This is an optimization exercise on Yosys and OpenROAD, whose aim is small area and a short achievable clock period, not a production implementation.
Where RTL was checked, it was by simulation tests only, not by an equivalence proof against the original.
No functional check of the RTL was part of run 1.

## flow/design.v (module list and top-level ports; edited modules follow where they fit)
// module fa: 6 lines
// module FPU: 1378 lines
module FPU(clk, A, B, opcode, O, flags);
  // ...
==> flow/flow/run.sh <==
#!/bin/bash
# Layout flow: the standard flow (standard.sh: ORFS synthesis to the
# final layout), with the input and output port buffers taken from
# sky130_fd_sc_hd__buf_4 instead of the cell buffer_ports picks by itself.
# ORFS writes each step's log under orfs/logs; make's own output goes to
# standard.log here.
set -euo pipefail
bash standard.sh BUFFER_PORTS_ARGS="-buffer_cell sky130_fd_sc_hd__buf_4" finish > standard.log 2>&1
==> flow/standard.sh <==
#!/bin/bash
# synth_recipe.tcl (not shown) runs the flow's synth.tcl, then flattens the netlist and writes it again
# the make line also repeats each setting of config.mk as NAME=value (left out here)
make -C /OpenROAD-flow-scripts/flow DESIGN_CONFIG=/design/flow/config.mk WORK_HOME=/design/flow/orfs CLKGATE_MAP_FILE= SYNTH_SCRIPT=/design/flow/synth_recipe.tcl "${@:-finish}"
==> flow/config.mk <==
export PLATFORM = sky130hd
export DESIGN_NAME = FPU
export DESIGN_NICKNAME = FPU
export VERILOG_FILES = /design/flow/design.v
export SDC_FILE = /design/flow/constraint.sdc
export NUM_CORES = 4
export LEC_CHECK = 0
export ABC_AREA = 1
export CAP_MARGIN = 20
export CORE_MARGIN = 2
export CORE_UTILIZATION = 50
export SETUP_SLACK_MARGIN = 3
export SLEW_MARGIN = 20
export SYNTH_HIERARCHICAL = 1
export SYNTH_MINIMUM_KEEP_SIZE = 0
==> flow/constraint.sdc <==
create_clock -name core_clock -period 21.0 [get_ports {clk}]
set_input_delay 4.2000 -clock core_clock [delete_from_list [all_inputs] [get_ports {clk}]]
set_output_delay 4.2000 -clock core_clock [all_outputs]
set_load 0.01 [all_outputs]
==> results.yml, run 1 <==
yosys:
  synth_compound_area_share_pct: 19.3
  seq_area_frac_synth_pct: 0.539
  yosys-mux-area-fraction_pct: 0.180
  syn_area_um2: 22300
  yosys-top-cells-count: "599 x nand2_1, 320 x xor2_1, 310 x o22ai_1"
job:
  maxCapViolations: 0
finish:
  drive_gt1_share_pct: 10.8
  area_delta_synth_final_pct: 7.49
  nFillCells: 4496
  nNetsFinal: 3670
  largest_class: "multi-input gates"
  multi_input_area_um2: 20300
  design.seq.count: 6
global_route:
  use_met2_pct: 58.9
  track_usage_pct: 39.5
worst_setup_path:
  crit_start: "B[5]"
  end_kind: "primary output"
  cp_slowest_stage_delay_ns: 0.80
floorplan:
  tap_cells: 592
  ios: 106
  initial_core_util_pct: 50.5
placed_design:
  dpl.cell_count: 3716
  dp_hpwl_mm: 74.6
clocking:
  cts_resized: 7
  cts_tree: "yes"
hold_path:
  min_delay_path_depth: 3
  min_path_type: "in -> reg"
  whs_endpoint: "S"
route:
  antenna_left: 0
outcome:
  outcome: "no timing/DRC/antenna violations"
sta:
  fmax_ghz: 0.0568
==> inputs of run 2 (changes only) <==
--- a/flow/design.v
+++ b/flow/design.v
@@ -166,17 +166,17 @@
 	assign dba_s[3] = dba_p[3] ^ dba_G2_m1;
 	assign dba_s[4] = dba_p[4] ^ dba_G3_m1;
 	assign dba_s[5] = dba_p[5] ^ dba_G4_m1;
 	assign dba_s[6] = dba_p[6] ^ dba_G5_m1;
 	assign dba_s[7] = dba_p[7] ^ dba_G6_m1;
 	wire dba_co = dba_G7_m1;
 	wire [7:0]  d_ab = dab_s;
 	wire [7:0]  d_ba = dba_s;
-	wire [7:0]  diff = dab_co ? d_ab : d_ba;
+	wire [7:0]  diff = swap ? d_ba : d_ab;
 	wire [23:0] big_m   = swap ? mb : ma;
 	wire [23:0] small_m = swap ? ma : mb;
 	wire [7:0]  big_e   = swap ? eb : ea;
 	wire        big_s   = swap ? sy : sx;
 	wire        eff_sub = sx ^ sy;
 	wire [23:0] aligned = (|diff[7:5]) ? 24'd0 : (small_m >> diff[4:0]);
 	wire [24:0] add_x = {1'b0, big_m};
 	wire [24:0] add_y = {1'b0, aligned} ^ {25{eff_sub}};
==> flow/config.mk (replaced) <==
export PLATFORM = sky130hd
export DESIGN_NAME = FPU
export DESIGN_NICKNAME = FPU
export VERILOG_FILES = /design/flow/design.v
export SDC_FILE = /design/flow/constraint.sdc
export NUM_CORES = 4
export LEC_CHECK = 0
export ABC_AREA = 1
export CAP_MARGIN = 20
export CORE_MARGIN = 2
export CORE_UTILIZATION = 50
export SETUP_SLACK_MARGIN = 5
export SLEW_MARGIN = 20
export SYNTH_HIERARCHICAL = 1
export SYNTH_MINIMUM_KEEP_SIZE = 0
==> run 2 against run 1 <==
Final area increased by 16%. Critical path depth increased by 17. Worst hold slack got worse by 0.011 ns. Die area decreased by 0.75%. Critical endpoint is now O[16]. Largest cell class unchanged.
==> results.yml, run 2 <==
finish:
  instances_no_fill: 3960
  area_delta_synth_final_pct: 25.1
  mostFrequentLayoutCells: "549 x nand2_1, 313 x o22ai_1, 310 x buf_4"
  design_area_um2: 27700
  final_core_util_pct: 63.0
  nNetsFinal: 3887
  drive_gt1_share_pct: 23.1
  final_common_cell: "nand2_1"
yosys:
  syn_area_um2: 22100
  ys_async_sr_fraction_pct: 0
  yosys_most_used_dff: "dfxtp_1"
  seq_area_frac_synth_pct: 0.543
  synth_edf_count: 0
  yosysWarnings: 7
  yosys-top-cells-count: "584 x nand2_1, 322 x o22ai_1, 316 x xor2_1"
  synth_area_leaders: "fa_1 26%, xor2_1 13%, nand2_1 9.9%, ha_1 9.2%, o22ai_1 9.1%"
  avgSynthCellArea_um2: 7.04
  synth_top_area_share_pct: 26.2
  synth_cell_types: 63
  syn_nets: 3660
  netlist_instances: 3141
  synth_most_common_cell: "nand2_1"
  synth-seq-cells: 6
  synth_top_cell_by_area: "fa_1"
sta:
  worst_pin_slew_ns: 0.995
  setup_violations: 0
  fin_crit_ns: 16.04
  hold_viol_final: 0
  fmax_ghz: 0.0624
  whs_ns: 4.26
  finalWorstSetupSlack_ns: 4.96
  rsz0062_at_grt: "true"
  slew_headroom_pct: 32.9
  finalMaxSlewViolations: 0
  min_period_over_period_pct: 76.4
  setup_tns_ns: 0
floorplan:
  die_area_um2: 45900
  core_area_um2: 43900
  die_h_um: 214
  rows: 77
  initial_core_util_pct: 50.4
  ios: 106
  die_w_um: 214
outcome:
  outcome: "no timing/DRC/antenna violations"
placed_design:
  port_buffers: 105
  dpl.cell_count: 3706
  detailedPlace.worstSlack_ns: 2.03
  dpl_cell_area_um2: 23300
  gp_congestion: 0.991
  dp_hpwl_mm: 74.1
clocking:
  cts_buffers: 3
  cts_hold_buf: 0
  cts_tree: "yes"
  path_clk_slew_ns: 0.04
  cts_max_level: 1
  max-clock-path-buffers: 2
  cts_sinks: 6
  root_buffer: "clkbuf_16"
worst_setup_path:
  crit_fanout: 18
  cp_common_cell: "buf_4"
  cp_slowest_stage_delay_ns: 0.38
  cp_top_family: "buffers and inverters"
  critPathArrivalTime_ns: 11.84
  cp.required_ns: 16.80
  cp.buffers_inverters: 44
  critical-path-slowest-cell: "a22oi_2"
  start_kind: "input pin"
  worstSetupPathType: "in -> out"
  end_kind: "primary output"
global_route:
  antenna_found_initial: 2
  grt_pass1_wl_mm: 149
  track_usage_pct: 42.1
  grt.overflow.total: 0
  grt_max_degree: 53
  grt_pass1_vias: 24100
route:
  wl_per_cell_um: 26.2
  via_per_inst: 6.53
  drt_iter0_markers: 3286
  antenna_left: 0
  vias: 25900
  drt_pass1_iterations: 8
  routed_wl_mm: 104
  drcViolationCount: 0
hold_path:
  min_path_type: "in -> reg"
job:
  maxCapViolations: 0
## run 2: layer usage
layer / track usage [%] / vias to the layer above / routed length (um)
met1: 57.7 / 12400 / 40200
met2: 61.6 / 1964 / 42600
li1: - / 11100 / -
met4: 17.4 / 6 / 6120
met5: 0.833 / - / 76
met3: 13.0 / 489 / 14600
## run 2: Yosys stat by module, one instance, submodules excluded
| module | flops+latches | times used | area, um^2 |
|---|---|---|---|
| fa | 0 | 264 | 20.0 |
| FPU | 6 | 1 | 16800 |
## run 2: cell families after synthesis
kind of cell / Yosys count / share of synthesized area, %
AOI/OAI and AO/OA: 724 / 19.4
xor gates and xnor gates: 350 / 13.9
adders and majority gates: 452 / 35.4
and+or+nand+nor: 1098 / 21.5
DFF: 6 / 0.543
buffers and inverters: 510 / 9.23
muxes: 1 / 0.0452
## run 2: final timing paths
path	startpoint	endpoint	slack (ns)	depth (start not counted)
worst min-delay path	B[31]	S	4.26	3
worst max-delay path	A[22]	O[16]	4.96	56
## run 2: worst min-delay path, delay by kind of cell
kind / cells / cell delay, ns
buffers and inverters: 1 / 0.10
AOI/OAI and AO/OA: 1 / 0.10
and+or+nand+nor: 1 / 0.05
## run 2: final cells by class
cell class / count / area, um^2
well taps: 592 / 741
flip-flops and latches: 6 / 120
clock buffers: 3 / 75.1
diodes: 2 / 5.00
repair buffers: 379 / 3430
repair inverters: 12 / 72.6
inverters: 329 / 1560
fillers: 3969 / 16300
multi-input cells: 2637 / 21700
## run 2: timing repair
item                                    4_1_cts  5_1_grt
resized for setup                           218      335
pin swaps                                    43      123
buffers inserted                            102      116
endpoints found under the setup margin       31       32
cloned                                       21       10
==> inputs of run 3 (changes only) <==
--- a/flow/config.mk
+++ b/flow/config.mk
@@ -10,4 +10,4 @@
 export CORE_MARGIN = 2
-export CORE_UTILIZATION = 50
-export SETUP_SLACK_MARGIN = 5
+export CORE_UTILIZATION = 65
+export SETUP_SLACK_MARGIN = 3
 export SLEW_MARGIN = 20
==> run 3 against run 2 <==
Cell count fell by 9.4%. Routed wire length fell by 9.5%. Critical path type unchanged. Die area fell by 23%. First-iteration DRC count rose by 38%. Critical endpoint is now O[21].
==> results.yml, run 3 <==
outcome:
  outcome: "no timing/DRC/antenna violations"
sta:
  whs_ns: 4.26
  hold_viol_final: 0
  finalMaxSlewViolations: 0
  min_period_over_period_pct: 84.3
  setup_violations: 0
  rsz0062_at_grt: "false"
  setup_tns_ns: 0
  slew_headroom_pct: 22.9
  worst_pin_slew_ns: 1.14
  fmax_ghz: 0.0565
  fin_crit_ns: 17.70
floorplan:
  core_area_um2: 33500
  die_w_um: 188
  initial_core_util_pct: 66.0
  ios: 106
  rows: 67
  die_h_um: 188
  die_area_um2: 35500
global_route:
  track_usage_pct: 51.5
  grt_max_degree: 53
  use_met3_pct: 22.9
  grt_pass1_vias: 24700
  antenna_found_initial: 1
  grt.overflow.total: 0
  grt_busiest_layer: "met2"
  grt_pass1_wl_mm: 141
  use_met1_pct: 64.3
  use_met2_pct: 73.7
worst_setup_path:
  critPathArrivalTime_ns: 13.50
  cp_slowest_stage_delay_ns: 0.54
  critical-path-slowest-cell: "fa_1"
  setup.worst_path.end: "O[21]"
  cp_common_cell: "nand2_1"
  crit_fanout: 30
  start_kind: "input pin"
  cp.required_ns: 16.80
  end_kind: "primary output"
  crit_start: "B[1]"
  worstSetupPathType: "in -> out"
clocking:
  max-clock-path-buffers: 2
  cts_sinks: 6
  cts_buffers: 3
  path_clk_slew_ns: 0.04
  cts_max_level: 1
  cts_tree: "yes"
  root_buffer: "clkbuf_16"
finish:
  area_delta_synth_final_pct: 6.24
  final_common_cell: "nand2_1"
  mostFrequentLayoutCells: "582 x nand2_1, 322 x o22ai_1, 316 x xor2_1"
  drive_gt1_share_pct: 9.75
  nNetsFinal: 3658
  instances_no_fill: 3586
placed_design:
  dpl.cell_count: 3552
  port_buffers: 105
  dp_hpwl_mm: 71.8
  gp_congestion: 1.08
yosys:
  synth_edf_count: 0
  yosys_most_used_dff: "dfxtp_1"
  seq_area_frac_synth_pct: 0.543
  netlist_instances: 3141
  avgSynthCellArea_um2: 7.04
  yosysWarnings: 7
  yosys-top-cells-count: "584 x nand2_1, 322 x o22ai_1, 316 x xor2_1"
  synth-seq-cells: 6
  synth_cell_types: 63
  syn_area_um2: 22100
  ys_async_sr_fraction_pct: 0
  syn_nets: 3660
  synth_most_common_cell: "nand2_1"
  synth_top_area_share_pct: 26.2
  synth_area_leaders: "fa_1 26%, xor2_1 13%, nand2_1 9.9%, ha_1 9.2%, o22ai_1 9.1%"
  synth_top_cell_by_area: "fa_1"
route:
  vias: 25500
  via_per_inst: 7.11
  wl_per_cell_um: 26.1
  routed_wl_mm: 93.7
  drt_pass1_iterations: 14
  antenna_left: 0
  drcViolationCount: 0
  drt_iter0_markers: 4529
job:
  maxCapViolations: 0
hold_path:
  min_path_type: "in -> reg"
run 3: worst min-delay path by stage:
| stage | startpoint | end | slack [ns] | cells after the start |
|---|---|---|---|---|
| global placement | B[31] | S | 4.47 | 3 |
| detailed placement | B[31] | S | 4.49 | 3 |
| floorplan | A[12] | inf_A | 4.39 | 3 |
| CTS | B[31] | S | 4.25 | 3 |
| finish | B[31] | S | 4.26 | 3 |
| global route | B[31] | S | 4.26 | 3 |
run 3: cells by family (layout without fill, tap and decap cells):
| family | Yosys count | count (layout) | share of synthesized area [%] |
|---|---|---|---|
| compound gates | 724 | 725 | 19.4 |
| xor+xnor | 350 | 350 | 13.9 |
| fa+ha+maj | 452 | 452 | 35.4 |
| buf+inv | 510 | 503 | 9.23 |
| flops | 6 | 6 | 0.543 |
| mux | 1 | 1 | 0.0452 |
| other cells | 0 | 1 | 0 |
| simple gates | 1098 | 1100 | 21.5 |
run 3: per-stage QoR:
| step | worst slack (ns) | cell area [um^2] | util [%] |
|---|---|---|---|
| 2_1_floorplan | 4.71 | 22100 | - |
| 3_3_place_gp | 2.49 | 23000 | 68.7 |
| 3_5_place_dp | 2.15 | 23000 | 68.7 |
| 4_1_cts | 3.01 | 23200 | 69.1 |
| 5_1_grt | 3.03 | 23500 | 70.1 |
| 6_report | 3.30 | 23500 | 70.1 |
run 3: critical path, delay by kind of cell:
kind	cells	cell delay [ns]
buf+inv	4	1.19
compound gates	8	2.17
fa+ha+maj	7	3.00
simple gates	17	2.85
run 3: cell type report:
| cell class | count | area (um^2) |
|---|---|---|
| fillers | 2755 | 10000 |
| multi-input cells | 2628 | 20200 |
| flip-flops and latches | 6 | 120 |
| well taps | 448 | 561 |
| clock buffers | 3 | 75.1 |
| repair buffers | 170 | 1300 |
| inverters | 329 | 1290 |
| repair inverters | 1 | 5.00 |
| diodes | 1 | 2.50 |
run 3: routing by layer:
metal	up-vias	wire (um)
met5	-	316
met4	10	7800
met3	794	16300
met2	2522	37100
met1	11600	32200
li1	10600	-
run 3: Yosys stat by module (local to each module, per instance):
module / area, um^2 / cells inside / flip-flops and latches / copies in the design
FPU: 16800 / 2877 / 6 / 1
fa: 20.0 / 1 / 0 / 264
run 3: what timing repair did:
action                                  in CTS  in global routing
endpoints found under the hold margin        0                  0
pin swaps                                    2                  6
buffers inserted                             0                 25
cloned                                       2                  2
hold buffers                                 0                  0
resized for setup                           15                 36
endpoints found under the setup margin      23                 30
==> inputs of run 4 (changes only) <==
--- a/flow/config.mk
+++ b/flow/config.mk
@@ -10,3 +10,3 @@
 export CORE_MARGIN = 2
-export CORE_UTILIZATION = 65
+export CORE_UTILIZATION = 50
 export SETUP_SLACK_MARGIN = 3
==> run 4 against run 3 <==
Non-clock buffer count fell by 6. Worst hold slack improved by 0.043 ns. Synthesized cell count did not move. Critical path type unchanged. Maximum frequency rose by 1.5%. Area after synthesis did not move. Critical endpoint is now O[30]. First-iteration DRC count fell by 32%. Final area rose by 0.65%.
==> results.yml, run 4 <==
floorplan:
  die_w_um: 214
  die_area_um2: 45900
  initial_core_util_pct: 50.4
  ios: 106
  core_area_um2: 43900
  die_h_um: 214
  rows: 77
yosys:
  synth_edf_count: 0
  netlist_instances: 3141
  yosys-top-cells-count: "584 x nand2_1, 322 x o22ai_1, 316 x xor2_1"
  yosysWarnings: 7
  avgSynthCellArea_um2: 7.04
  synth_cell_types: 63
  syn_area_um2: 22100
  synth_most_common_cell: "nand2_1"
  synth-seq-cells: 6
  syn_nets: 3660
  seq_area_frac_synth_pct: 0.543
  synth_top_area_share_pct: 26.2
  yosys_most_used_dff: "dfxtp_1"
  synth_area_leaders: "fa_1 26%, xor2_1 13%, nand2_1 9.9%, ha_1 9.2%, o22ai_1 9.1%"
  synth_top_cell_by_area: "fa_1"
  ys_async_sr_fraction_pct: 0
worst_setup_path:
  crit_fanout: 26
  setup.worst_path.end: "O[30]"
  critPathArrivalTime_ns: 13.23
  cp_common_cell: "nand2_1"
  cp_slowest_stage_delay_ns: 0.48
  crit_start: "A[15]"
  critical-path-slowest-cell: "inv_2"
  end_kind: "primary output"
  cp.required_ns: 16.80
  start_kind: "input pin"
  worstSetupPathType: "in -> out"
route:
  via_per_inst: 6.41
  vias: 23900
  routed_wl_mm: 93.8
  drt_pass1_iterations: 6
  drt_iter0_markers: 3071
  antenna_left: 0
  drcViolationCount: 0
  wl_per_cell_um: 25.2
clocking:
  root_buffer: "clkbuf_16"
  cts_max_level: 1
  cts_sinks: 6
  cts_buffers: 3
  cts_tree: "yes"
  max-clock-path-buffers: 2
  path_clk_slew_ns: 0.04
  cts_hold_buf: 0
placed_design:
  gp_congestion: 1.00
  detailedPlace.worstSlack_ns: 2.12
  port_buffers: 105
  dp_hpwl_mm: 73.2
finish:
  nNetsFinal: 3656
  final_common_cell: "nand2_1"
  mostFrequentLayoutCells: "583 x nand2_1, 322 x o22ai_1, 316 x xor2_1"
  drive_gt1_share_pct: 9.54
  area_delta_synth_final_pct: 6.93
sta:
  hold_viol_final: 0
  fmax_ghz: 0.0574
  worst_pin_slew_ns: 1.12
  finalMaxSlewViolations: 0
  fin_crit_ns: 17.44
  setup_tns_ns: 0
  rsz0062_at_grt: "true"
  slew_headroom_pct: 24.3
  setup_violations: 0
  min_period_over_period_pct: 83.0
  finalWorstSetupSlack_ns: 3.57
global_route:
  grt.overflow.total: 0
  track_usage_pct: 39.6
  grt_pass1_wl_mm: 141
  antenna_found_initial: 2
  grt_max_degree: 53
  grt_pass1_vias: 23400
hold_path:
  min_path_type: "in -> reg"
job:
  maxCapViolations: 0
outcome:
  outcome: "no timing/DRC/antenna violations"
[run 4: cell counts after synthesis]
No cell type changed its count.
[run 4: worst min-delay path by stage]
stage          slack [ns]  cells past startpoint    end  start
2_1_floorplan        4.39                      3  inf_A  A[12]
6_report             4.31                      3      S  B[31]
5_1_grt              4.33                      3      S  B[31]
4_1_cts              4.29                      3      S  B[31]
3_3_place_gp         4.52                      3      S  B[31]
3_5_place_dp         4.53                      3      S  B[31]
[run 4: per-layer routing]
metal	vias to the layer above	track usage (%)	wire length, um
met1	11500	54.4	39000
met5	-	2.81	195
met4	4	12.9	3580
met3	249	10.8	11300
met2	1550	60.1	39800
li1	10600	-	-
[run 4: layout make-up]
| cell class | count | area (um^2) |
|---|---|---|
| Fill cell | 4429 | 20300 |
| Multi-Input combinational cell | 2630 | 20200 |
| Inverter | 329 | 1290 |
| Timing Repair Buffer | 164 | 1240 |
| Tap cell | 592 | 741 |
| Sequential cell | 6 | 120 |
| Clock buffer | 3 | 75.1 |
| Timing Repair inverter | 3 | 17.5 |
| Antenna cell | 3 | 7.51 |
[run 4: worst max-delay path: cells and delay by family]
kind	cells	cell delay, ns
XOR/XNOR	1	0.23
AND/OR/NAND/NOR	28	3.41
AO/OA/AOI/OAI	13	2.27
buffers and inverters	9	1.62
adder cells (fa/ha/maj)	4	1.46
[run 4: stage by stage]
stage | std cells | hold WS, ns | util, % | cell area [um^2]
floorplan | 3141 | 4.39 | - | 22100
CTS | 3712 | 4.29 | 53.3 | 23400
global route | 3727 | 4.33 | 53.8 | 23700
global placement | 3705 | 4.52 | 53.0 | 23300
finish | 3730 | 4.31 | 53.9 | 23700
detailed placement | 3705 | 4.53 | 53.0 | 23300
[run 4: cell families after synthesis]
group / Yosys count / synth area share (%)
and+or+nand+nor: 1098 / 21.5
AOI/OAI and AO/OA: 724 / 19.4
buffers and inverters: 510 / 9.23
adders and majority gates: 452 / 35.4
xor gates and xnor gates: 350 / 13.9
DFF: 6 / 0.543
muxes: 1 / 0.0452
[run 4: per-module statistics from Yosys, one instance, submodules excluded]
module / cells / flip-flops and latches / area, um^2 / copies in the design
fa: 1 / 0 / 20.0 / 264
FPU: 2877 / 6 / 16800 / 1
[run 4: timing repair]
item	4_1_cts	5_1_grt
endpoints found under the setup margin	26	29
buffers inserted	1	10
resized for setup	13	37
cloned	3	5
pin swaps	3	3
==> inputs of run 5 (changes only) <==
--- a/flow/config.mk
+++ b/flow/config.mk
@@ -8,3 +8,3 @@
 export ABC_AREA = 1
-export CAP_MARGIN = 20
+export CAP_MARGIN = 5
 export CORE_MARGIN = 2
@@ -12,3 +12,3 @@
 export SETUP_SLACK_MARGIN = 3
-export SLEW_MARGIN = 20
+export SLEW_MARGIN = 5
 export SYNTH_HIERARCHICAL = 1
==> run 5 against run 4 <==
Still clean on timing, DRC and antenna. Utilization unchanged. Count of clock-buffer cells in the layout did not move. Worst hold slack did not move. Area after synthesis unchanged. Maximum frequency unchanged. Global-route usage stayed put. Synthesized cell count stayed put.
==> results.yml, run 5 <==
outcome:
  outcome: "no timing/DRC/antenna violations"
clocking:
  cts_hold_buf: 0
  cts_max_level: 1
  max-clock-path-buffers: 2
  cts_buffers: 3
  cts_tree: "yes"
  root_buffer: "clkbuf_16"
  path_clk_slew_ns: 0.04
  cts_sinks: 6
floorplan:
  ios: 106
  core_area_um2: 43900
  die_w_um: 214
  die_h_um: 214
  rows: 77
  initial_core_util_pct: 50.4
  die_area_um2: 45900
worst_setup_path:
  cp_common_cell: "nand2_1"
  crit_fanout: 26
  start_kind: "input pin"
  cp.required_ns: 16.80
  end_kind: "primary output"
  critPathArrivalTime_ns: 13.23
  critical-path-slowest-cell: "inv_2"
  cp_slowest_stage_delay_ns: 0.48
  worstSetupPathType: "in -> out"
yosys:
  avgSynthCellArea_um2: 7.04
  synth-seq-cells: 6
  yosys-top-cells-count: "584 x nand2_1, 322 x o22ai_1, 316 x xor2_1"
  synth_cell_types: 63
  syn_area_um2: 22100
  synth_edf_count: 0
  synth_top_cell_by_area: "fa_1"
  yosysWarnings: 7
  syn_nets: 3660
  synth_area_leaders: "fa_1 26%, xor2_1 13%, nand2_1 9.9%, ha_1 9.2%, o22ai_1 9.1%"
  seq_area_frac_synth_pct: 0.543
  netlist_instances: 3141
  yosys_most_used_dff: "dfxtp_1"
  synth_top_area_share_pct: 26.2
  ys_async_sr_fraction_pct: 0
  synth_most_common_cell: "nand2_1"
finish:
  final_common_cell: "nand2_1"
  drive_gt1_share_pct: 9.54
  area_delta_synth_final_pct: 6.93
  design_area_um2: 23700
  final_core_util_pct: 53.9
  mostFrequentLayoutCells: "583 x nand2_1, 322 x o22ai_1, 316 x xor2_1"
  nNetsFinal: 3656
route:
  route.met2.wl_mm: 39.8
  routed.top_layer: "met5"
  drt_iter0_markers: 3071
  wl_per_cell_um: 25.2
  antenna_left: 0
  met1_length_mm: 39.0
  route.met3.wl_mm: 11.3
  vias: 23900
  via_per_inst: 6.41
  drt_pass1_iterations: 6
  routed_wl_mm: 93.8
  drcViolationCount: 0
global_route:
  grt_pass1_vias: 23400
  grt.overflow.total: 0
  antenna_found_initial: 2
  grt_max_degree: 53
  track_usage_pct: 39.6
  grt_pass1_wl_mm: 141
placed_design:
  dp_hpwl_mm: 73.2
  port_buffers: 105
  gp_congestion: 1.00
  dpl_cell_area_um2: 23300
sta:
  setup_violations: 0
  finalMaxSlewViolations: 0
  slew_headroom_pct: 24.3
  worst_pin_slew_ns: 1.12
  fin_crit_ns: 17.44
  min_period_over_period_pct: 83.0
  hold_viol_final: 0
  fmax_ghz: 0.0574
  setup_tns_ns: 0
  rsz0062_at_grt: "true"
job:
  maxCapViolations: 0
hold_path:
  min_path_type: "in -> reg"
==> run 5: cell counts after synthesis <==
No cell type changed its count.
==> run 5: Yosys stat by module, one instance, submodules excluded <==
module / flops+latches / times used / cell area [um^2] / cells inside
FPU: 6 / 1 / 16800 / 2877
fa: 0 / 264 / 20.0 / 1
==> run 5: layout make-up <==
| cell class | count | area (um^2) |
|---|---|---|
| Fill cell | 4429 | 20300 |
| Multi-Input combinational cell | 2630 | 20200 |
| Antenna cell | 3 | 7.51 |
| Tap cell | 592 | 741 |
| Inverter | 329 | 1290 |
| Timing Repair inverter | 3 | 17.5 |
| Sequential cell | 6 | 120 |
| Timing Repair Buffer | 164 | 1240 |
| Clock buffer | 3 | 75.1 |
==> run 5: worst max-delay path: cells and delay by family <==
kind | cells | cell delay [ns]
buf+inv | 9 | 1.62
simple gates | 28 | 3.41
xor+xnor | 1 | 0.23
compound gates | 13 | 2.27
fa+ha+maj | 4 | 1.46
==> run 5: path summary, 6_finish.rpt <==
| path | start | end | slack (ns) | depth (start not counted) |
|---|---|---|---|---|
| setup / recovery | A[15] | O[30] | 3.57 | 55 |
| hold / removal | B[31] | S | 4.31 | 3 |
==> run 5: kinds of logic (layout without fill, tap and decap cells) <==
family | count (synthesis) | after routing | synth area share [%]
XOR/XNOR | 350 | 350 | 13.9
adder cells (fa/ha/maj) | 452 | 452 | 35.4
AO/OA/AOI/OAI | 724 | 726 | 19.4
AND/OR/NAND/NOR | 1098 | 1101 | 21.5
other | 0 | 3 | 0
flip-flops | 6 | 6 | 0.543
multiplexers | 1 | 1 | 0.0452
buffers and inverters | 510 | 499 | 9.23
==> run 5: layer usage <==
layer  track usage, %  vias up
met5             2.81        -
met4             12.9        4
met3             10.8      249
met2             60.1     1550
met1             54.4    11500
li1                 -    10600
==> run 5: repair_timing <==
item / 4_1_cts / 5_1_grt
setup endpoints to repair: 26 / 29
setup buffers: 1 / 10
resized for setup: 13 / 37
pin swaps: 3 / 3
cloned: 3 / 5
==> run 5: per-stage QoR <==
step	std cells	hold slack (ns)	worst slack (ns)
global placement	3705	4.52	2.30
detailed placement	3705	4.53	2.12
finish	3730	4.31	3.57
global route	3727	4.33	2.98
floorplan	3141	4.39	4.71
CTS	3712	4.29	3.05
==> inputs of run 6 (changes only) <==
==> flow/run.sh (new file) <==
#!/bin/bash
# synth_recipe.tcl (not shown) runs the flow's synth.tcl, then flattens the netlist and writes it again
# the make line also repeats each setting of config.mk as NAME=value (left out here)
make -C /OpenROAD-flow-scripts/flow DESIGN_CONFIG=/design/flow/config.mk WORK_HOME=/design/flow/orfs CLKGATE_MAP_FILE= SYNTH_SCRIPT=/design/flow/synth_recipe.tcl finish
--- a/flow/config.mk
+++ b/flow/config.mk
@@ -8,3 +8,3 @@
 export ABC_AREA = 1
-export CAP_MARGIN = 5
+export CAP_MARGIN = 20
 export CORE_MARGIN = 2
@@ -12,3 +12,3 @@
 export SETUP_SLACK_MARGIN = 3
-export SLEW_MARGIN = 5
+export SLEW_MARGIN = 20
 export SYNTH_HIERARCHICAL = 1
removed: flow/flow/run.sh
removed: flow/standard.sh
==> run 6 against run 5 <==
Synthesized cell count unchanged. Cell count rose by 1.7%. Flip-flop and latch count is the same. Final area increased by 4.9%. Setup slack lost 0.16 ns. Non-clock buffer count grew 62. Critical path depth is 15 lower. Die area is the same. Worst hold slack improved by 0.36 ns. Still clean.
==> results.yml, run 6 <==
worst_setup_path:
  crit_fanout: 20
  end_kind: "primary output"
  worstSetupPathType: "in -> out"
  cp.required_ns: 16.80
  start_kind: "input pin"
  critPathArrivalTime_ns: 13.39
  cp_common_cell: "nand2_1"
  cp_slowest_stage_delay_ns: 0.62
  critical-path-slowest-cell: "clkdlybuf4s50_1"
yosys:
  netlist_instances: 3141
  seq_area_frac_synth_pct: 0.543
  yosysWarnings: 7
  yosys-top-cells-count: "584 x nand2_1, 322 x o22ai_1, 316 x xor2_1"
  synth_edf_count: 0
  yosys_most_used_dff: "dfxtp_1"
  avgSynthCellArea_um2: 7.04
  synth_top_area_share_pct: 26.2
  synth_most_common_cell: "nand2_1"
  synth_top_cell_by_area: "fa_1"
  syn_nets: 3660
  synth_cell_types: 63
  syn_area_um2: 22100
  synth_area_leaders: "fa_1 26%, xor2_1 13%, nand2_1 9.9%, ha_1 9.2%, o22ai_1 9.1%"
  ys_async_sr_fraction_pct: 0
  synth-seq-cells: 6
sta:
  hold_viol_final: 0
  fmax_ghz: 0.0568
  min_period_over_period_pct: 83.8
  slew_headroom_pct: 24.2
  worst_pin_slew_ns: 1.13
  fin_crit_ns: 17.59
  rsz0062_at_grt: "false"
  finalMaxSlewViolations: 0
  setup_tns_ns: 0
  setup_violations: 0
route:
  wl_per_cell_um: 25.1
  antenna_left: 0
  routed_wl_mm: 95.3
  drt_iter0_markers: 3139
  drcViolationCount: 0
  vias: 24200
  via_per_inst: 6.39
  drt_pass1_iterations: 9
clocking:
  root_buffer: "clkbuf_16"
  cts_buffers: 3
  cts_sinks: 6
  cts_tree: "yes"
  cts_max_level: 1
  cts_hold_buf: 0
  max-clock-path-buffers: 2
  path_clk_slew_ns: 0.03
placed_design:
  gp_congestion: 1.01
  port_buffers: 105
  dp_hpwl_mm: 73.4
finish:
  mostFrequentLayoutCells: "583 x nand2_1, 322 x o22ai_1, 313 x xor2_1"
  final_common_cell: "nand2_1"
  nNetsFinal: 3721
  antenna_cells: 0
  drive_gt1_share_pct: 9.16
  area_delta_synth_final_pct: 12.1
hold_path:
  min_path_type: "in -> reg"
job:
  maxCapViolations: 0
floorplan:
  die_area_um2: 45900
  ios: 106
  die_w_um: 214
  rows: 77
  core_area_um2: 43900
  initial_core_util_pct: 50.4
  die_h_um: 214
global_route:
  grt_max_degree: 53
  antenna_found_initial: 2
  grt_pass1_vias: 23200
  grt_pass1_wl_mm: 140
  track_usage_pct: 39.6
  grt.overflow.total: 0
outcome:
  outcome: "no timing/DRC/antenna violations"
==> run 6: cell counts after synthesis <==
Identical to the previous run, type by type.
==> run 6: kinds of logic after synthesis <==
group	after synthesis	share of synthesized area [%]
AND/OR/NAND/NOR	1098	21.5
AO/OA/AOI/OAI	724	19.4
buffers and inverters	510	9.23
adder cells (fa/ha/maj)	452	35.4
XOR/XNOR	350	13.9
flip-flops	6	0.543
multiplexers	1	0.0452
==> run 6: metrics by stage <==
step | utilization, % | area, um^2 | cells | hold slack [ns] | setup WS [ns]
2_1_floorplan | - | 22100 | 3141 | 4.39 | 4.71
6_report | 56.5 | 24800 | 3792 | 4.66 | 3.41
3_5_place_dp | 53.6 | 23500 | 3706 | 4.94 | 1.66
4_1_cts | 54.3 | 23800 | 3724 | 4.72 | 3.02
3_3_place_gp | 53.6 | 23500 | 3706 | 4.94 | 1.84
5_1_grt | 56.5 | 24800 | 3792 | 4.65 | 2.97
==> run 6: timing repair <==
item                                    CTS  global route
buffers inserted                         11            60
cloned                                    4             8
gates resized for setup                  41           142
endpoints found under the setup margin   31            31
pin swaps                                 4            18
==> run 6: area by class of cell <==
class,instances,area [um^2]
inverters,329,1330
multi-input cells,2631,20400
clock buffers,3,75.1
fillers,4297,19100
flip-flops and latches,6,120
well taps,592,741
repair inverters,5,30.0
repair buffers,226,2130
==> run 6: per-module statistics from Yosys (local to each module, per instance) <==
module  area (um^2)  times used  cells  flops+latches
FPU           16800           1   2877              6
fa             20.0         264      1              0
==> run 6: routing by layer <==
metal  wire [um]  GRT usage, %  up-vias
met5          11             0        -
met4        3980          13.0        2
met3       12100          12.6      290
met2       40100          59.4     1529
met1       39100          53.9    11700
li1            -             -    10700
==> run 6: worst max-delay path: cells and delay by family <==
kind / cells / cell delay [ns]
adders and majority gates: 7 / 3.31
and+or+nand+nor: 21 / 2.77
buffers and inverters: 6 / 1.90
AOI/OAI and AO/OA: 6 / 1.17
==> run 6: final timing paths <==
| check | from | end | slack [ns] | cells after the start |
|---|---|---|---|---|
| worst min-delay path | A[28] | NaN_A | 4.66 | 6 |
| worst max-delay path | B[7] | O[20] | 3.41 | 40 |
==> inputs of run 7 (changes only) <==
==> flow/flow/run.sh (new file) <==
#!/bin/bash
# Layout flow: the standard flow (standard.sh: ORFS synthesis to the
# final layout), with the input and output port buffers taken from
# sky130_fd_sc_hd__buf_2 instead of the cell buffer_ports picks by itself.
# ORFS writes each step's log under orfs/logs; make's own output goes to
# standard.log here.
set -euo pipefail
bash standard.sh BUFFER_PORTS_ARGS="-buffer_cell sky130_fd_sc_hd__buf_2" finish > standard.log 2>&1
==> flow/standard.sh (new file) <==
#!/bin/bash
# synth_recipe.tcl (not shown) runs the flow's synth.tcl, then flattens the netlist and writes it again
# the make line also repeats each setting of config.mk as NAME=value (left out here)
make -C /OpenROAD-flow-scripts/flow DESIGN_CONFIG=/design/flow/config.mk WORK_HOME=/design/flow/orfs CLKGATE_MAP_FILE= SYNTH_SCRIPT=/design/flow/synth_recipe.tcl "${@:-finish}"
--- a/flow/config.mk
+++ b/flow/config.mk
@@ -11,3 +11,3 @@
 export CORE_UTILIZATION = 50
-export SETUP_SLACK_MARGIN = 3
+export SETUP_SLACK_MARGIN = 2
 export SLEW_MARGIN = 20
removed: flow/run.sh
==> run 7 against run 6 <==
Still clean. Routed wire length down 2.1%. Utilization down 3.6 points. Via count down 2.0%. Critical path depth up 1. Die area unchanged. Worst hold slack worse by 0.33 ns. Cell count down 1.9%. Setup slack worse by 0.66 ns. Largest cell class unchanged.
==> results.yml, run 7 <==
outcome:
  outcome: "no timing/DRC/antenna violations"
route:
  vias: 23800
  antenna_left: 0
  via_per_inst: 6.39
  wl_per_cell_um: 25.1
  routed_wl_mm: 93.2
  drt_iter0_markers: 2857
  drcViolationCount: 0
  drt_pass1_iterations: 8
sta:
  fin_crit_ns: 18.25
  worst_pin_slew_ns: 1.21
  fmax_ghz: 0.0548
  whs_ns: 4.33
  hold_viol_final: 0
  finalMaxSlewViolations: 0
  rsz0062_at_grt: "false"
  slew_headroom_pct: 18.5
  min_period_over_period_pct: 86.9
  setup_violations: 0
  setup_tns_ns: 0
finish:
  area_delta_synth_final_pct: 5.06
  mostFrequentLayoutCells: "584 x nand2_1, 322 x o22ai_1, 316 x xor2_1"
  nFillCells: 4497
  instances_no_fill: 3720
  final_common_cell: "nand2_1"
  drive_gt1_share_pct: 9.11
  antenna_cells: 0
  nNetsFinal: 3649
floorplan:
  die_area_um2: 45900
  rows: 77
  die_h_um: 214
  core_area_um2: 43900
  die_w_um: 214
  initial_core_util_pct: 50.4
  ios: 106
yosys:
  ys_async_sr_fraction_pct: 0
  netlist_instances: 3141
  syn_area_um2: 22100
  yosysWarnings: 7
  seq_area_frac_synth_pct: 0.543
  yosys-top-cells-count: "584 x nand2_1, 322 x o22ai_1, 316 x xor2_1"
  synth_top_area_share_pct: 26.2
  syn_nets: 3660
  synth_top_cell_by_area: "fa_1"
  yosys_most_used_dff: "dfxtp_1"
  synth_area_leaders: "fa_1 26%, xor2_1 13%, nand2_1 9.9%, ha_1 9.2%, o22ai_1 9.1%"
  synth_most_common_cell: "nand2_1"
  synth_cell_types: 63
  synth-seq-cells: 6
  avgSynthCellArea_um2: 7.04
  synth_edf_count: 0
global_route:
  grt_max_degree: 105
  grt_pass1_vias: 23300
  antenna_found_initial: 3
  grt.overflow.total: 0
  track_usage_pct: 39.7
  grt_pass1_wl_mm: 141
worst_setup_path:
  cp.buffers_inverters: 7
  setup.worst_path.end: "O[17]"
  end_kind: "primary output"
  start_kind: "input pin"
  cp.depth: 41
  cp_top_family: "simple AND/OR/NAND/NOR gates"
  critical-path-slowest-cell: "clkinv_1"
  crit_start: "B[0]"
  cp.required_ns: 16.80
  worstSetupPathType: "in -> out"
  cp_slowest_stage_delay_ns: 0.77
  crit_fanout: 26
  cp_common_cell: "nand2_1"
  critPathArrivalTime_ns: 14.05
placed_design:
  dpl.cell_count: 3706
  gp_congestion: 1.00
  dp_hpwl_mm: 73.0
  port_buffers: 105
clocking:
  cts_sinks: 6
  cts_buffers: 3
  root_buffer: "clkbuf_16"
  max-clock-path-buffers: 2
  cts_max_level: 1
  path_clk_slew_ns: 0.04
  cts_tree: "yes"
hold_path:
  min_path_type: "in -> reg"
job:
  maxCapViolations: 0
[run 7: modules after synthesis, one instance, submodules excluded]
module,cells,times used
FPU,2877,1
fa,1,264
[run 7: final cells by class]
| class | instances | area (um^2) | share of cell area [%] |
|---|---|---|---|
| Multi-Input combinational cell | 2627 | 20100 | 86.4 |
| Inverter | 329 | 1270 | 5.47 |
| Timing Repair Buffer | 161 | 950 | 4.09 |
| Tap cell | 592 | 741 | 3.19 |
| Sequential cell | 6 | 120 | 0.517 |
| Clock buffer | 3 | 75.1 | 0.323 |
| Timing Repair inverter | 2 | 12.5 | 0.0538 |
[run 7: cell families (layout without fill, tap and decap cells)]
logic type                 after synthesis  after routing  share of synthesized area, %
and+or+nand+nor                       1098           1099                          21.5
adders and majority gates              452            452                          35.4
AOI/OAI and AO/OA                      724            725                          19.4
xor gates and xnor gates               350            350                          13.9
DFF                                      6              6                         0.543
muxes                                    1              1                        0.0452
buffers and inverters                  510            495                          9.23
[run 7: worst min-delay path by stage]
stage	startpoint	endpoint	slack, ns	cells after the start
after detailed placement	B[31]	S	4.55	3
after floorplan	A[12]	inf_A	4.39	3
after global placement	B[31]	S	4.52	3
after CTS	B[31]	S	4.31	3
final	B[31]	S	4.33	3
after global routing	B[31]	S	4.35	3
[run 7: timing repair]
item / in CTS / in global routing
pin swaps: 0 / 2
cloned: 0 / 4
resized for setup: 2 / 18
hold buffers: 0 / 0
buffers inserted: 0 / 7
setup endpoints to repair: 1 / 29
[run 7: tightest hold or removal path, delay by kind of cell]
kind                   cells  cell delay, ns
AO/OA/AOI/OAI              1            0.12
AND/OR/NAND/NOR            1            0.06
buffers and inverters      1            0.12
[run 7: layer usage]
layer	vias up	track usage, %	wire length [um]
met5	-	0	30
met4	6	11.8	3440
met3	263	11.6	11600
met2	1437	59.7	39400
met1	11500	55.0	38800
li1	10600	-	-
[run 7: per-stage QoR]
stage / worst slack (ns) / area [um^2] / utilization (%)
global route: 2.11 / 23200 / 52.9
CTS: 2.10 / 23100 / 52.6
detailed placement: 1.92 / 23000 / 52.4
global placement: 2.19 / 23000 / 52.4
finish: 2.75 / 23200 / 52.9
floorplan: 4.71 / 22100 / -
==> inputs of run 8 (changes only) <==
--- a/flow/config.mk
+++ b/flow/config.mk
@@ -11,3 +11,3 @@
 export CORE_UTILIZATION = 50
-export SETUP_SLACK_MARGIN = 2
+export SETUP_SLACK_MARGIN = 4.5
 export SLEW_MARGIN = 20
==> run 8 against run 7 <==
Non-clock buffer count increased by 114. Critical path depth decreased by 1. Cell count increased by 3.4%. Maximum frequency increased by 12%. Final area increased by 9.8%. Sequential share of layout area about the same. First-iteration DRC count increased by 12%. Critical endpoint is now O[7]. Highest routed layer unchanged.
==> results.yml, run 8 <==
sta:
  fin_crit_ns: 16.25
  rsz0062_at_grt: "false"
  setup_tns_ns: 0
  finalMaxSlewViolations: 0
  min_period_over_period_pct: 77.4
  slew_headroom_pct: 15.1
  setup_violations: 0
  worst_pin_slew_ns: 1.26
  hold_viol_final: 0
  fmax_ghz: 0.0615
floorplan:
  rows: 77
  core_area_um2: 43900
  initial_core_util_pct: 50.4
  die_w_um: 214
  die_area_um2: 45900
  ios: 106
  die_h_um: 214
yosys:
  synth_top_area_share_pct: 26.2
  yosys-mux-area-fraction_pct: 0.0452
  synth_top_family_by_area: "adder cells"
  synth_most_common_cell: "nand2_1"
  yosysWarnings: 7
  syn_nets: 3660
  yosys_most_used_dff: "dfxtp_1"
  avgSynthCellArea_um2: 7.04
  synth_top_cell_by_area: "fa_1"
  synth_compound_area_share_pct: 19.4
  synth_cell_types: 63
  ys_async_sr_fraction_pct: 0
  synth_fa_ha_area_share_pct: 35.4
  netlist_instances: 3141
  yosys.area_share.simple_pct: 21.5
  synth_edf_count: 0
  synth-seq-cells: 6
  synth_area_leaders: "fa_1 26%, xor2_1 13%, nand2_1 9.9%, ha_1 9.2%, o22ai_1 9.1%"
  syn_area_um2: 22100
  synth_xor_area_share_pct: 13.9
  seq_area_frac_synth_pct: 0.543
  yosys-top-cells-count: "584 x nand2_1, 322 x o22ai_1, 316 x xor2_1"
outcome:
  outcome: "no timing/DRC/antenna violations"
global_route:
  grt_pass1_wl_mm: 144
  antenna_found_initial: 3
  grt_pass1_vias: 23700
  grt.overflow.total: 0
  grt_max_degree: 53
  track_usage_pct: 40.7
finish:
  final_common_cell: "nand2_1"
  design_area_um2: 25500
  mostFrequentLayoutCells: "566 x nand2_1, 321 x o22ai_1, 310 x xor2_1"
  drive_gt1_share_pct: 16.6
  nNetsFinal: 3775
  area_delta_synth_final_pct: 15.4
  final_core_util_pct: 58.1
  nFillCells: 4323
placed_design:
  gp_congestion: 1.00
  dpl_cell_area_um2: 23000
  dp_hpwl_mm: 73.0
  port_buffers: 105
worst_setup_path:
  crit_fanout: 26
  critPathArrivalTime_ns: 12.05
  end_kind: "primary output"
  setup.worst_path.end: "O[7]"
  start_kind: "input pin"
  crit_start: "B[11]"
  cp_slowest_stage_delay_ns: 0.53
  critical-path-slowest-cell: "fa_1"
  worstSetupPathType: "in -> out"
  cp_common_cell: "nand2_1"
  cp.required_ns: 16.80
route:
  antenna_left: 0
  via_per_inst: 6.40
  drt_iter0_markers: 3188
  drt_pass1_iterations: 7
  drcViolationCount: 0
  routed_wl_mm: 98.2
  wl_per_cell_um: 25.5
  vias: 24600
clocking:
  cts_buffers: 3
  max-clock-path-buffers: 2
  cts_max_level: 1
  cts_tree: "yes"
  path_clk_slew_ns: 0.04
  cts_sinks: 6
  root_buffer: "clkbuf_16"
hold_path:
  hold_start: "B[31]"
  min_path_type: "in -> reg"
job:
  maxCapViolations: 0
## run 8: cell families after synthesis
logic type	after synthesis
buf+inv	510
compound gates	724
fa+ha+maj	452
mux	1
flops	6
xor+xnor	350
simple gates	1098
## run 8: critical path, delay by kind of cell
| family | cells | cell delay (ns) |
|---|---|---|
| buffers and inverters | 8 | 1.81 |
| XOR/XNOR | 1 | 0.25 |
| AO/OA/AOI/OAI | 6 | 0.87 |
| adder cells (fa/ha/maj) | 6 | 2.51 |
| AND/OR/NAND/NOR | 19 | 2.38 |
## run 8: modules after synthesis, one instance, submodules excluded
module	flops+latches	cell area [um^2]	cells inside	times used
FPU	6	16800	2877	1
fa	0	20.0	1	264
## run 8: routing by layer
metal	GRT usage (%)	wire length, um	vias up
li1	-	-	10800
met1	56.2	39400	11900
met2	61.7	41700	1640
met3	11.8	13000	289
met4	11.8	3900	8
met5	0	192	-
## run 8: area by class of cell
cell class	instances	area, um^2	area share, %
inverter	329	1490	5.84
timing repair buffer	275	2110	8.28
sequential	6	120	0.470
antenna	1	2.50	0.00980
tap	592	741	2.90
multi-input combinational	2637	21000	82.1
clock buffer	3	75.1	0.294
timing repair inverter	4	22.5	0.0882
## run 8: worst min path at each step
stage	slack, ns	cells after the start	endpoint
finish	4.33	3	S
global route	4.35	3	S
CTS	4.31	3	S
detailed placement	4.55	3	S
global placement	4.52	3	S
floorplan	4.39	3	inf_A
## run 8: through the flow
step / hold WS [ns] / setup WS (ns) / cells
2_1_floorplan: 4.39 / 4.71 / 3141
3_3_place_gp: 4.52 / 2.19 / 3706
3_5_place_dp: 4.55 / 1.92 / 3706
4_1_cts: 4.31 / 4.42 / 3745
5_1_grt: 4.35 / 4.39 / 3846
6_report: 4.33 / 4.75 / 3847
## run 8: repair_timing
action	in CTS	in global routing
hold buffers	0	0
endpoints found under the setup margin	31	31
gates resized for setup	107	247
pin swaps	13	77
gates cloned	9	11
buffers inserted	27	90
==> inputs of run 9 (changes only) <==
--- a/flow/config.mk
+++ b/flow/config.mk
@@ -11,3 +11,3 @@
 export CORE_UTILIZATION = 50
-export SETUP_SLACK_MARGIN = 4.5
+export SETUP_SLACK_MARGIN = 3
 export SLEW_MARGIN = 20
==> run 9 against run 8 <==
Still clean. First-iteration DRC count down 5.3%. Cell count is 2.9% lower. Setup slack worse by 1.3 ns. Routed wire length shrank 4.4%. Final area is 8.0% lower. Non-clock buffer count fell by 102. Synthesized cell count stayed put. Worst hold slack better by 0.011 ns. Global-route usage down 0.76 points.
==> results.yml, run 9 <==
route:
  wl_per_cell_um: 25.1
  drcViolationCount: 0
  via_per_inst: 6.35
  drt_pass1_iterations: 7
  routed_wl_mm: 93.9
  antenna_left: 0
  vias: 23700
  drt_iter0_markers: 3019
sta:
  finalMaxSlewViolations: 0
  setup_violations: 0
  worst_pin_slew_ns: 1.18
  fin_crit_ns: 17.53
  setup_tns_ns: 0
  hold_viol_final: 0
  fmax_ghz: 0.0571
  slew_headroom_pct: 20.5
  finalWorstSetupSlack_ns: 3.47
  min_period_over_period_pct: 83.5
  rsz0062_at_grt: "true"
yosys:
  syn_nets: 3660
  synth_top_cell_by_area: "fa_1"
  netlist_instances: 3141
  syn_area_um2: 22100
  yosys_most_used_dff: "dfxtp_1"
  synth_most_common_cell: "nand2_1"
  avgSynthCellArea_um2: 7.04
  ys_async_sr_fraction_pct: 0
  yosys-top-cells-count: "584 x nand2_1, 322 x o22ai_1, 316 x xor2_1"
  synth_edf_count: 0
  yosysWarnings: 7
  seq_area_frac_synth_pct: 0.543
  synth_top_area_share_pct: 26.2
  synth_area_leaders: "fa_1 26%, xor2_1 13%, nand2_1 9.9%, ha_1 9.2%, o22ai_1 9.1%"
  synth_cell_types: 63
  synth-seq-cells: 6
outcome:
  outcome: "no timing/DRC/antenna violations"
floorplan:
  core_area_um2: 43900
  rows: 77
  ios: 106
  initial_core_util_pct: 50.4
  die_area_um2: 45900
  die_w_um: 214
  die_h_um: 214
worst_setup_path:
  cp.buffers_inverters: 7
  setup.worst_path.end: "O[21]"
  cp.required_ns: 16.80
  start_kind: "input pin"
  cp_top_family: "adder cells"
  cp.depth: 42
  crit_fanout: 30
  cp_slowest_stage_delay_ns: 0.54
  worstSetupPathType: "in -> out"
  end_kind: "primary output"
  critPathArrivalTime_ns: 13.33
  crit_start: "B[1]"
  cp_common_cell: "nand2_1"
  critical-path-slowest-cell: "fa_1"
placed_design:
  dp_hpwl_mm: 73.0
  port_buffers: 105
  gp_congestion: 1.00
  detailedPlace.worstSlack_ns: 1.92
  dpl_cell_area_um2: 23000
global_route:
  grt.overflow.total: 0
  track_usage_pct: 39.9
  antenna_found_initial: 3
  grt_max_degree: 53
  grt_pass1_vias: 23400
  grt_pass1_wl_mm: 141
clocking:
  cts_max_level: 1
  max-clock-path-buffers: 2
  cts_buffers: 3
  root_buffer: "clkbuf_16"
  cts_tree: "yes"
  path_clk_slew_ns: 0.04
  cts_sinks: 6
  cts_hold_buf: 0
hold_path:
  min_path_type: "in -> reg"
  min_delay_path_depth: 3
finish:
  area_delta_synth_final_pct: 6.16
  nFillCells: 4504
  design_area_um2: 23500
  mostFrequentLayoutCells: "583 x nand2_1, 321 x o22ai_1, 315 x xor2_1"
  final_core_util_pct: 53.5
  antenna_cells: 0
  nNetsFinal: 3664
  final_common_cell: "nand2_1"
  multi_input_area_um2: 20200
  drive_gt1_share_pct: 9.99
  seq_area_um2: 120
job:
  maxCapViolations: 0
-- run 9: cell counts after synthesis --
Identical to the previous run, type by type.
-- run 9: logic make-up after synthesis --
logic type	share of synthesized area, %
AOI/OAI and AO/OA	19.4
xor gates and xnor gates	13.9
adders and majority gates	35.4
buffers and inverters	9.23
DFF	0.543
muxes	0.0452
and+or+nand+nor	21.5
-- run 9: worst min-delay path, delay by kind of cell --
| family | cells | cell delay, ns |
|---|---|---|
| buf+inv | 1 | 0.12 |
| simple gates | 1 | 0.06 |
| compound gates | 1 | 0.13 |
-- run 9: routing by layer --
metal / global-route usage [%] / up-vias / share of wire [%] / wire length, um
li1: - / 10600 / - / -
met1: 55.1 / 11400 / 41 / 38900
met2: 60.3 / 1451 / 42 / 39800
met3: 11.7 / 248 / 13 / 11800
met4: 12.1 / 6 / 3.6 / 3350
met5: 0 / - / 0.033 / 31
-- run 9: stage by stage --
stage / hold slack (ns) / cells
after floorplan: 4.39 / 3141
after global placement: 4.52 / 3706
after detailed placement: 4.55 / 3706
after CTS: 4.31 / 3714
after global routing: 4.35 / 3735
final: 4.34 / 3735
-- run 9: area by class of cell --
cell class	instances	area share, %
Timing Repair inverter	2	0.0533
Clock buffer	3	0.320
Timing Repair Buffer	173	4.46
Tap cell	592	3.15
Sequential cell	6	0.511
Multi-Input combinational cell	2630	86.0
Inverter	329	5.54
-- run 9: worst min path at each step --
stage	start	end
floorplan	A[12]	inf_A
global placement	B[31]	S
detailed placement	B[31]	S
CTS	B[31]	S
global route	B[31]	S
finish	B[31]	S
-- run 9: modules after synthesis, one instance, submodules excluded --
module | copies in the design | flops+latches | cells | area [um^2]
fa | 264 | 0 | 1 | 20.0
FPU | 1 | 6 | 2877 | 16800
-- run 9: repair_timing --
item | CTS | global route
endpoints found under the hold margin | 0 | 0
pin swaps | 2 | 5
gates cloned | 4 | 3
resized for setup | 12 | 49
endpoints found under the setup margin | 30 | 31
setup buffers | 1 | 18
==> inputs of run 10 (changes only) <==
--- a/flow/config.mk
+++ b/flow/config.mk
@@ -11,3 +11,3 @@
 export CORE_UTILIZATION = 50
-export SETUP_SLACK_MARGIN = 3
+export SETUP_SLACK_MARGIN = 4
 export SLEW_MARGIN = 20
==> run 10 against run 9 <==
Non-clock buffer count grew 33. Still clean. Utilization is 1.8 points higher. Maximum frequency grew 5.7%. Worst hold slack improved by 0.0030 ns. Synthesized cell count unchanged. Routed wire length grew 1.5%. Sequential share of layout area hardly changed. Setup slack gained 0.95 ns.
==> results.yml, run 10 <==
outcome:
  outcome: "no timing/DRC/antenna violations"
route:
  drt_pass1_iterations: 8
  wl_per_cell_um: 25.3
  via_per_inst: 6.39
  routed_wl_mm: 95.3
  drcViolationCount: 0
  vias: 24100
  antenna_left: 0
  drt_iter0_markers: 3077
sta:
  setup_violations: 0
  fin_crit_ns: 16.58
  fmax_ghz: 0.0603
  slew_headroom_pct: 18.4
  hold_viol_final: 0
  worst_pin_slew_ns: 1.21
  rsz0062_at_grt: "false"
  finalMaxSlewViolations: 0
  min_period_over_period_pct: 79.0
  setup_tns_ns: 0
clocking:
  path_clk_slew_ns: 0.04
  max-clock-path-buffers: 2
  cts_sinks: 6
  cts_hold_buf: 0
  cts_tree: "yes"
  cts_max_level: 1
  cts_buffers: 3
  root_buffer: "clkbuf_16"
worst_setup_path:
  end_kind: "primary output"
  start_kind: "input pin"
  critical-path-slowest-cell: "fa_1"
  cp_top_family: "adder cells"
  cp.required_ns: 16.80
  worstSetupPathType: "in -> out"
  critPathArrivalTime_ns: 12.38
  cp_common_cell: "nand2_1"
  crit_fanout: 28
  cp.buffers_inverters: 6
  cp_slowest_stage_delay_ns: 0.57
global_route:
  grt_max_degree: 53
  track_usage_pct: 40.2
  grt.overflow.total: 0
  grt_pass1_vias: 23500
  antenna_found_initial: 3
  use_met3_pct: 11.9
  grt_busiest_layer: "met2"
  use_met1_pct: 55.5
  grt_pass1_wl_mm: 142
  use_met2_pct: 61.0
floorplan:
  ios: 106
  core_area_um2: 43900
  rows: 77
  die_area_um2: 45900
  die_h_um: 214
  die_w_um: 214
  initial_core_util_pct: 50.4
placed_design:
  dpl.cell_count: 3706
  port_buffers: 105
  gp_congestion: 1.00
  dp_hpwl_mm: 73.0
yosys:
  netlist_instances: 3141
  avgSynthCellArea_um2: 7.04
  synth_most_common_cell: "nand2_1"
  yosysWarnings: 7
  synth_top_cell_by_area: "fa_1"
  syn_area_um2: 22100
  syn_nets: 3660
  synth-seq-cells: 6
  synth_area_leaders: "fa_1 26%, xor2_1 13%, nand2_1 9.9%, ha_1 9.2%, o22ai_1 9.1%"
  ys_async_sr_fraction_pct: 0
  synth_top_area_share_pct: 26.2
  seq_area_frac_synth_pct: 0.543
  synth_edf_count: 0
  yosys-top-cells-count: "584 x nand2_1, 322 x o22ai_1, 316 x xor2_1"
  yosys_most_used_dff: "dfxtp_1"
  synth_cell_types: 63
finish:
  instances_no_fill: 3771
  mostFrequentLayoutCells: "576 x nand2_1, 321 x o22ai_1, 313 x xor2_1"
  antenna_cells: 0
  nNetsFinal: 3700
  area_delta_synth_final_pct: 9.65
  final_common_cell: "nand2_1"
  drive_gt1_share_pct: 12.7
job:
  maxCapViolations: 0
hold_path:
  min_path_type: "in -> reg"
[run 10: cell types whose count changed in the layout (fill, tap and decap cells not counted), sizes merged]
cell      previous run  this run
clkinvlp             7        11
inv                309       304
clkinv              15        16
buf                173       198
o21ai              186       187
nand2              601       603
clkbuf               3        11
[run 10: metal layers]
layer | wire length [um] | share of wire, % | vias up
li1 | - | - | 10700
met2 | 40300 | 42 | 1514
met3 | 12100 | 13 | 266
met5 | 105 | 0.11 | -
met4 | 3560 | 3.7 | 6
met1 | 39100 | 41 | 11600
[run 10: logic make-up (layout without fill, tap and decap cells)]
family	count (synthesis)	count (layout)	synth area share (%)
xor gates and xnor gates	350	350	13.9
AOI/OAI and AO/OA	724	727	19.4
adders and majority gates	452	452	35.4
DFF	6	6	0.543
and+or+nand+nor	1098	1103	21.5
muxes	1	1	0.0452
buffers and inverters	510	540	9.23
[run 10: final timing paths]
check,cells past startpoint,from,to
worst max-delay path,35,B[7],O[27]
worst min-delay path,3,B[31],S
[run 10: layout make-up]
| class | count | area [um^2] |
|---|---|---|
| Clock buffer | 3 | 75.1 |
| Tap cell | 592 | 741 |
| Fill cell | 4438 | 19700 |
| Timing Repair Buffer | 206 | 1420 |
| Sequential cell | 6 | 120 |
| Multi-Input combinational cell | 2633 | 20500 |
| Inverter | 329 | 1380 |
| Timing Repair inverter | 2 | 12.5 |
[run 10: what timing repair did]
action                                  CTS  global route
buffers inserted                         11            39
resized for setup                        53           132
pin swaps                                 5            26
gates cloned                              6             6
endpoints found under the setup margin   31            31
[run 10: tightest hold or removal path, stage by stage]
cell       delay (ns)
buf_2            0.12
nand2_1          0.06
o2111ai_1        0.13
[run 10: modules after synthesis, one instance, submodules excluded]
| module | flops+latches | copies in the design | cell area (um^2) |
|---|---|---|---|
| FPU | 6 | 1 | 16800 |
| fa | 0 | 264 | 20.0 |
[run 10: metrics by stage]
| stage | cell area [um^2] | util [%] | worst slack [ns] | hold WS [ns] |
|---|---|---|---|---|
| final | 24300 | 55.2 | 4.42 | 4.34 |
| after global routing | 24300 | 55.2 | 3.94 | 4.35 |
| after detailed placement | 23000 | 52.4 | 1.92 | 4.55 |
| after global placement | 23000 | 52.4 | 2.19 | 4.52 |
| after CTS | 23400 | 53.3 | 3.99 | 4.31 |
| after floorplan | 22100 | - | 4.71 | 4.39 |

static timing again, ports no longer ideal:
In the flow no input, the clock included, has a driving cell. The finished layouts below were timed again as built, in two steps. Step 1: set_driving_cell puts a clkbuf_16 on clk and a buf_2 on each other input, an assumption about the parent block. Step 2 moves the port delays by t, midway between the first and last clock arrival at a register: inputs arrive t later, outputs are due t later. That takes back most of the time a late clock gives input paths. Slacks: ideal ports / drivers / drivers and shift; pairs: ideal ports / drivers.
| run | shift t [ns] | setup WS [ns] | hold slack, ns | clock arrival spread, ns | cell pins on the clock port's net |
|---|---|---|---|---|---|
| run 1 | 0.259 | 3.381 / 3.345 / 3.345 | 4.273 / 4.281 / 4.539 | 0.001 / 0.001 | 1 |
| run 2 | 0.260 | 4.964 / 4.911 / 4.911 | 4.263 / 4.272 / 4.532 | 0.007 / 0.007 | 1 |
| run 3 | 0.259 | 3.299 / 3.276 / 3.276 | 4.265 / 4.266 / 4.525 | 0.004 / 0.004 | 1 |
| run 4 | 0.263 | 3.565 / 3.534 / 3.534 | 4.308 / 4.332 / 4.594 | 0.005 / 0.005 | 1 |
| run 5 | 0.263 | 3.565 / 3.534 / 3.534 | 4.308 / 4.332 / 4.594 | 0.005 / 0.005 | 1 |
| run 6 | 0.262 | 3.409 / 3.389 / 3.389 | 4.664 / 4.654 / 4.916 | 0.005 / 0.006 | 1 |
| run 7 | 0.261 | 2.752 / 2.732 / 2.732 | 4.330 / 4.338 / 4.599 | 0.001 / 0.001 | 1 |
| run 8 | 0.263 | 4.749 / 4.722 / 4.722 | 4.326 / 4.333 / 4.596 | 0.003 / 0.003 | 1 |
| run 9 | 0.262 | 3.474 / 3.456 / 3.456 | 4.336 / 4.345 / 4.606 | 0.001 / 0.001 | 1 |
| run 10 | 0.261 | 4.419 / 4.396 / 4.396 | 4.339 / 4.349 / 4.610 | 0.002 / 0.002 | 1 |
After both steps setup and hold are still met in every run listed. For run 2, which loses most, drivers alone change the setup slack by -0.053 ns; drivers and shift together by -0.053 ns.
